This design comes from an exercise in tuning for small area and a short achievable clock period on the open sky130 flow, not from production work. In this exercise RTL edits were held to simulation tests only and were not proved equivalent to the original.

== job 6710 ==
## digital_front_end
module digital_front_end (
    input wire clk,
    input wire rst,
    input wire [15:0] adc_data_i,
    input wire [15:0] adc_data_q,
    input wire adc_valid,
    input wire [3:0] filter_config,   
    input wire dc_offset_en,
    output reg [31:0] dfe_out,
    output reg dfe_valid
);
Size in the first run: ~93000 um2 of cells after synthesis.
==> flow/config.mk <==
export PLATFORM = sky130hd
export DESIGN_NAME = digital_front_end
export DESIGN_NICKNAME = digital_front_end
export VERILOG_FILES = /design/flow/design.v
export SDC_FILE = /design/flow/constraint.sdc
export NUM_CORES = 4
export LEC_CHECK = 0
export CAP_MARGIN = 20
export CORE_MARGIN = 2
export CORE_UTILIZATION = 60
export SLEW_MARGIN = 20
export SYNTH_HIERARCHICAL = 1
export SYNTH_MINIMUM_KEEP_SIZE = 0
==> flow/constraint.sdc <==
create_clock -name core_clock -period 18.0 [get_ports {clk}]
set_input_delay 3.6000 -clock core_clock [delete_from_list [all_inputs] [get_ports {clk}]]
set_output_delay 3.6000 -clock core_clock [all_outputs]
set_load 0.01 [all_outputs]
standard.sh (not shown) runs the stock make flow with config.mk's settings and CLKGATE_MAP_FILE= SYNTH_SCRIPT=/design/flow/synth_recipe.tcl, a recipe that flattens the netlist after the stock synthesis.
==> flow/flow/run.sh <==
#!/bin/bash
# Own layout flow: the standard ORFS layout (standard.sh, unchanged synthesis, floorplan,
# placement, CTS and routing), with only one difference: ORFS's timing repair is asked to keep a
# setup margin of MARGIN ns below the design's clock period (SETUP_SLACK_MARGIN), so that it
# sizes and buffers the logic for a shorter achieved period. The SDC (clock period, I/O delays,
# loads) is the design's, untouched.
set -euo pipefail
MARGIN=$(cat flow/margin.txt)
bash standard.sh "SETUP_SLACK_MARGIN=${MARGIN}" finish > flow_make.log 2>&1
==> flow/flow/margin.txt <==
13
Job 6710 reached the end of the flow, and the finished layout is clean on the timing, DRC and antenna checks.
> inputs changed (job 6710 -> job 2584)
# job 6710
export LEC_CHECK = 0
export CAP_MARGIN = 20
export CORE_MARGIN = 2
export CORE_UTILIZATION = 60
export SLEW_MARGIN = 20
export SYNTH_HIERARCHICAL = 1
export SYNTH_MINIMUM_KEEP_SIZE = 0
create_clock -name core_clock -period 18.0 [get_ports {clk}]
# job 2584
export LEC_CHECK = 0
export CAP_MARGIN = 60
export CORE_MARGIN = 2
export CORE_UTILIZATION = 40
export SLEW_MARGIN = 60
export SYNTH_HIERARCHICAL = 1
export SYNTH_MINIMUM_KEEP_SIZE = 0
create_clock -name core_clock -period 18.0 [get_ports {clk}]
==> flow/run.sh (new file) <==
#!/bin/bash
# synth_recipe.tcl (not shown) runs the flow's synth.tcl, then flattens the netlist and writes it again
# the make line also repeats each setting of config.mk as NAME=value (left out here)
make -C /OpenROAD-flow-scripts/flow DESIGN_CONFIG=/design/flow/config.mk WORK_HOME=/design/flow/orfs CLKGATE_MAP_FILE= SYNTH_SCRIPT=/design/flow/synth_recipe.tcl finish
removed: flow/flow/run.sh
removed: flow/flow/margin.txt
removed: flow/standard.sh
## What came out
Re fraction of the mapped netlist area in adder cells: no difference whatsoever between job 6710 and job 2584. The lower die area of job 6710 and job 2584 is in job 6710. The post-synthesis to final-layout area growth reported for job 2584 is smaller than that of job 6710 by 0.37 points. Number of gates resized after CTS in job 2584 is 462 below job 6710. Changes observed in job 2584 relative to job 6710: weighted congestion at the end of routability-driven global placement now smaller, design area now sits lower, hold slack was more or less identical. Data required time at the worst endpoint: job 2584 > job 6710. The run with more routed wire is job 2584, not job 6710.
For job 648, these inputs were changed with respect to job 2584:
# job 2584
export LEC_CHECK = 0
export CAP_MARGIN = 60
export CORE_MARGIN = 2
export CORE_UTILIZATION = 40
export SLEW_MARGIN = 60
export SYNTH_HIERARCHICAL = 1
export SYNTH_MINIMUM_KEEP_SIZE = 0
create_clock -name core_clock -period 18.0 [get_ports {clk}]
# job 648
export LEC_CHECK = 0
export CAP_MARGIN = 60
export CORE_MARGIN = 2
export CORE_UTILIZATION = 60
export SLEW_MARGIN = 60
export SYNTH_HIERARCHICAL = 1
export SYNTH_MINIMUM_KEEP_SIZE = 0
create_clock -name core_clock -period 18.0 [get_ports {clk}]
==> flow/flow/run.sh (new file) <==
#!/bin/bash
# Own layout flow: the standard ORFS layout (standard.sh, unchanged synthesis, floorplan,
# placement, CTS and routing), with only one difference: ORFS's timing repair is asked to keep a
# setup margin of MARGIN ns below the design's clock period (SETUP_SLACK_MARGIN), so that it
# sizes and buffers the logic for a shorter achieved period. The SDC (clock period, I/O delays,
# loads) is the design's, untouched.
set -euo pipefail
MARGIN=$(cat flow/margin.txt)
bash standard.sh "SETUP_SLACK_MARGIN=${MARGIN}" finish > flow_make.log 2>&1
==> flow/flow/margin.txt (new file) <==
13
==> flow/standard.sh (new file) <==
#!/bin/bash
# synth_recipe.tcl (not shown) runs the flow's synth.tcl, then flattens the netlist and writes it again
# the make line also repeats each setting of config.mk as NAME=value (left out here)
make -C /OpenROAD-flow-scripts/flow DESIGN_CONFIG=/design/flow/config.mk WORK_HOME=/design/flow/orfs CLKGATE_MAP_FILE= SYNTH_SCRIPT=/design/flow/synth_recipe.tcl "${@:-finish}"
removed: flow/run.sh
Findings:
- On setup slack: between job 2584 and job 648, it ends up higher for job 648.
- Changes observed in job 648 relative to job 2584: initial antenna violation count lower, fraction of area in registers ~0 delta, non-clock buffer count went up, detailed-routing wirelength on met1 lost about 7%, critical path depth moved down.
- Job 648 finished every step from synthesis to the final layout, and the layout passed the timing, DRC and antenna checks.
- Across both runs, combined global-route utilization of all metal layers was higher for job 648 than for job 2584.
### job 648 -> job 5932
# job 648
export LEC_CHECK = 0
export CAP_MARGIN = 60
export CORE_MARGIN = 2
export CORE_UTILIZATION = 60
export SLEW_MARGIN = 60
export SYNTH_HIERARCHICAL = 1
export SYNTH_MINIMUM_KEEP_SIZE = 0
create_clock -name core_clock -period 18.0 [get_ports {clk}]
# job 5932
export LEC_CHECK = 0
export CAP_MARGIN = 60
export CORE_MARGIN = 2
export CORE_UTILIZATION = 40
export SLEW_MARGIN = 60
export SYNTH_HIERARCHICAL = 1
export SYNTH_MINIMUM_KEEP_SIZE = 0
create_clock -name core_clock -period 18.0 [get_ports {clk}]
Findings:
Job 5932 ended with every stage complete and zero timing, DRC or antenna violations.
Compared to job 648, job 5932 has number of antenna cells inserted 6 higher.
Diff job 648 and job 5932: transition at the pin with the smallest max-transition slack lower in job 5932

========
Another version of the RTL of digital_front_end (not shown whole).
For scale: roughly 850 flip-flops, about 73 I/O pins, roughly 0.092 mm^2 of cells after synthesis.
## digital_front_end
module digital_front_end (
    input wire clk,
    input wire rst,
    input wire [15:0] adc_data_i,
    input wire [15:0] adc_data_q,
    input wire adc_valid,
    input wire [3:0] filter_config,   
    input wire dc_offset_en,
    output reg [31:0] dfe_out,
    output reg dfe_valid
);
==> flow/config.mk <==
export PLATFORM = sky130hd
export DESIGN_NAME = digital_front_end
export DESIGN_NICKNAME = digital_front_end
export VERILOG_FILES = /design/flow/design.v
export SDC_FILE = /design/flow/constraint.sdc
export NUM_CORES = 4
export LEC_CHECK = 0
export CAP_MARGIN = 60
export CORE_MARGIN = 2
export CORE_UTILIZATION = 40
export SLEW_MARGIN = 60
export SYNTH_HIERARCHICAL = 1
export SYNTH_MINIMUM_KEEP_SIZE = 0
==> flow/constraint.sdc <==
create_clock -name core_clock -period 18.0 [get_ports {clk}]
set_input_delay 3.6000 -clock core_clock [delete_from_list [all_inputs] [get_ports {clk}]]
set_output_delay 3.6000 -clock core_clock [all_outputs]
set_load 0.01 [all_outputs]
==> flow/flow/run.sh <==
#!/bin/bash
# Own layout flow: the standard ORFS layout (standard.sh, unchanged synthesis, floorplan,
# placement, CTS and routing), with only one difference: ORFS's timing repair is asked to keep a
# setup margin of MARGIN ns below the design's clock period (SETUP_SLACK_MARGIN), so that it
# sizes and buffers the logic for a shorter achieved period. The SDC (clock period, I/O delays,
# loads) is the design's, untouched.
set -euo pipefail
MARGIN=$(cat flow/margin.txt)
bash standard.sh "SETUP_SLACK_MARGIN=${MARGIN}" finish > flow_make.log 2>&1
==> flow/flow/margin.txt <==
13
The baseline finished with timing, DRC and antenna clean.
==> next run, changes <==
==> flow/run.sh (new file) <==
#!/bin/bash
# synth_recipe.tcl (not shown) runs the flow's synth.tcl, then flattens the netlist and writes it again
# the make line also repeats each setting of config.mk as NAME=value (left out here)
make -C /OpenROAD-flow-scripts/flow DESIGN_CONFIG=/design/flow/config.mk WORK_HOME=/design/flow/orfs CLKGATE_MAP_FILE= SYNTH_SCRIPT=/design/flow/synth_recipe.tcl finish
removed: flow/flow/run.sh
removed: flow/flow/margin.txt
removed: flow/standard.sh
Result:
- The changed run ran to the end with no violations
- hold slack gains 0.0059 ns
- cell area decreases by 3.9%
- clock skew drops by 0.022 ns
- non-clock buffer count came out lower by 231
- register-to-register slack degrades by 0.86 ns
- critical path depth drops by 1
- setup slack gets worse by 0.86 ns
- wire length goes down by 5.2%
- first-iteration DRC count is lower by 5.2%
- synthesized area does not change
- global-route usage is lower by 1.3 points

[afterwards: timing with drivers on the ports]
In the flow no input, the clock included, has a driving cell. The finished layouts below were timed again as built, in two steps. Step 1 sets driving cells, clkbuf_16 on the clock port and buf_2 on the other inputs (assumed; they add their load-dependent delay and slew). Step 2 also shifts input and output timing later by t, the mid clock arrival at the registers, as if the neighbouring blocks saw the same clock. Three values: ideal, step 1, step 2; two values: the first two.
run | shift t [ns] | setup slack, ns | worst data-port slew with drivers (ns)
job 6710 | 0.766 | 12.989 / 12.908 / 12.301 | 0.06
job 2584 | 0.851 | 12.288 / 12.210 / 11.477 | 0.16
job 648 | 0.809 | 12.977 / 12.886 / 12.235 | 0.06
job 5932 | 0.861 | 12.934 / 12.839 / 12.171 | 0.08
the first run of note 2 | 0.839 | 12.744 / 12.744 / 12.189 | 0.18
the second run of note 2 | 0.856 | 11.884 / 11.884 / 11.306 | 0.06
After both steps every run listed still meets setup and hold. The setup slack of job 2584, which loses most, moves by -0.078 ns with the drivers and by -0.811 ns with both steps.
